Background: an optimization exercise with open tools, aiming at small area and a short achievable clock period. Do not read the settings as production practice. At most, simulation tests tie the RTL to the original design; equivalence was not proved.

Design P_MUL, start of the top module:
module P_MUL(
    in_1,
    in_2,
    in_3,
    in_valid,
    rst_n,
    clk,
    out_valid,
    out
);
Size: ~4800 cells after synthesis, about 410 flip-flops, roughly 240 I/O pins.
export LEC_CHECK = 0
export CAP_MARGIN = 20
export CORE_MARGIN = 2
export CORE_UTILIZATION = 40
export SLEW_MARGIN = 20
export SYNTH_HIERARCHICAL = 1
create_clock -name core_clock -period 8.0 [get_ports {clk}]
run.sh (not shown) runs the stock make flow with config.mk's settings and CLKGATE_MAP_FILE= SYNTH_SCRIPT=/design/flow/synth_recipe.tcl, a recipe that flattens the netlist after the stock synthesis.
The baseline produced a clean layout.
Edit:
SETUP_SLACK_MARGIN = 4.0   (was default)
Effect: The changed run went through all stages and came out clean; clock-buffer cell count fell by 5; routed wire length rose by 36%; area after synthesis stays the same.
Function was not checked in any run of this note: the RTL went through the layout flow alone.

========
P_MUL, a different RTL version from the one above (not shown whole).
Size: about 6,300 cells after synthesis, roughly 660 flip-flops, about 240 I/O pins.
export LEC_CHECK = 0
export CAP_MARGIN = 20
export CORE_MARGIN = 2
export CORE_UTILIZATION = 40
export SETUP_SLACK_MARGIN = 5.0
export SLEW_MARGIN = 20
export SYNTH_HIERARCHICAL = 1
create_clock -name core_clock -period 8.0 [get_ports {clk}]
standard.sh (not shown) runs the stock make flow with config.mk's settings and CLKGATE_MAP_FILE= SYNTH_SCRIPT=/design/flow/synth_recipe.tcl, a recipe that flattens the netlist after the stock synthesis.
==> flow/flow/run.sh <==
#!/bin/bash
set -euo pipefail
export BUFFER_PORTS_ARGS="-buffer_cell sky130_fd_sc_hd__buf_1"
bash standard.sh > flow_make.log 2>&1
The baseline stopped in global routing (5_1_grt), error GRT-0232.
Rerun with:
Settings changed: SETUP_SLACK_MARGIN 5.0 to 4.5.
Result: The changed run passed the timing, design-rule and antenna checks. Synthesized cell count does not change. Synthesized area stays the same.
Rerun with:
Settings changed: TNS_END_PERCENT set to 10.
Count of clock-buffer cells in the layout grows by 14.
Wire length shrinks by a few percent.
Design area shrinks slightly.
Non-clock buffer count shrinks by 51.
Global-route usage shrinks by 0.22 points.
Fmax shrinks by a few percent.
Sequential cell count stays the same.
First-iteration DRC count shrinks by a little under a tenth.

========
Setup of gamma:
Another version of the RTL of P_MUL (not shown whole).
Size: ~590 flip-flops.
Settings: LEC_CHECK=0, CAP_MARGIN=20, CORE_MARGIN=2, CORE_UTILIZATION=40, SETUP_SLACK_MARGIN=4.0, SLEW_MARGIN=20, SYNTH_HIERARCHICAL=1; clock period 8.0 ns.
run.sh (not shown) runs the stock make flow with config.mk's settings and CLKGATE_MAP_FILE= SYNTH_SCRIPT=/design/flow/synth_recipe.tcl, a recipe that flattens the netlist after the stock synthesis.
Stock flow here: none of the scripts above is used.
No stage failed in gamma, and the final checks on the layout all came back clean.
Relative to gamma, the following input files were edited for alpha:
- a deleted SETUP_SLACK_MARGIN that had been 4.0
Results
Measured against each other, gamma and alpha differ in global-route usage, the higher figure coming from gamma. In the metrics for gamma and alpha, the one carrying the higher via count is gamma. alpha against gamma; cell area after layout is down by a few percent. On fraction of area in registers, the higher figure sits with alpha, not gamma. Summary of the comparison: worst clock skew is lower in alpha, relative to gamma.

========
v6:
P_MUL, a different RTL version from the one above (not shown whole).
For scale: about 5,900 cells after synthesis, ~65,000 um^2 of cells after synthesis.
make LEC_CHECK=0 CAP_MARGIN=20 CORE_MARGIN=2 CORE_UTILIZATION=40 SETUP_SLACK_MARGIN=4.5 SLEW_MARGIN=20 SYNTH_HIERARCHICAL=1 finish   # period 8.0 ns
Input changes introduced in v7 (baseline for comparison: v6):
==> flow/flow/run.sh (new file) <==
#!/bin/bash
set -euo pipefail
export BUFFER_PORTS_ARGS="-buffer_cell sky130_fd_sc_hd__buf_1"
bash standard.sh > flow_make.log 2>&1
==> flow/standard.sh (new file) <==
#!/bin/bash
# synth_recipe.tcl (not shown) runs the flow's synth.tcl, then flattens the netlist and writes it again
# the make line also repeats each setting of config.mk as NAME=value (left out here)
make -C /OpenROAD-flow-scripts/flow DESIGN_CONFIG=/design/flow/config.mk WORK_HOME=/design/flow/orfs CLKGATE_MAP_FILE= SYNTH_SCRIPT=/design/flow/synth_recipe.tcl "${@:-finish}"
removed: flow/run.sh
[summary]
v6 → v7: register fraction of the total cell area increased by 0.40 points relative to the old numbers; routed length on met1 closely matched the old numbers; worst-margin pin slew increased by 0.070 ns relative to the old numbers. sky130_fd_sc_hd__fa_1 as the cell at the slowest stage of the critical path was reported by v7, and sky130_fd_sc_hd__fa_2 by v6. ~same global-route wire length before repair in v7 and v6. v6 → v7: antenna diode instance count decreased 5; fmax decreased about 2.6%. v7 completed; timing, DRC and antenna clean.

[separate check: timing with driven ports]
No port has a modelled driver above. Below, the same layouts with a new extraction and two added sets of constraints.
Step 1, drivers: a clkbuf_16 drives clk and a buf_2 each remaining input, both assumed.
Step 2 also shifts input and output timing later by t, the mid clock arrival at the registers, as if the neighbouring blocks saw the same clock.
Three values: ideal ports, drivers, drivers and shift; two values: the first two.
| run | t, ns | setup slack, ns | hold WS [ns] | latest minus earliest clock arrival (ns) |
|---|---|---|---|---|
| the first run of note 1 | 0.742 | 2.751 / 2.751 / 2.751 | 0.346 / 0.346 / 0.346 | 0.046 / 0.046 |
| the second run of note 1 | 0.784 | 3.385 / 3.385 / 3.345 | 0.345 / 0.345 / 0.345 | 0.047 / 0.047 |
| the second run of note 2 | 0.803 | 4.426 / 4.426 / 4.059 | 0.345 / 0.345 / 0.345 | 0.097 / 0.097 |
| the third run of note 2 | 0.803 | 4.286 / 4.286 / 4.001 | 0.350 / 0.350 / 0.350 | 0.064 / 0.064 |
| gamma | 0.797 | 3.714 / 3.714 / 3.358 | 0.350 / 0.350 / 0.350 | 0.081 / 0.081 |
| alpha | 0.770 | 2.376 / 2.377 / 2.377 | 0.355 / 0.355 / 0.355 | 0.045 / 0.045 |
| v6 | 0.826 | 4.167 / 4.167 / 3.949 | 0.346 / 0.346 / 0.346 | 0.098 / 0.098 |
| v7 | 0.829 | 4.065 / 4.065 / 4.043 | 0.349 / 0.349 / 0.349 | 0.061 / 0.061 |
After both steps every run listed still meets setup and hold. For the second run of note 2, which loses most, drivers alone change the setup slack by 0.000 ns; drivers and shift together by -0.367 ns.
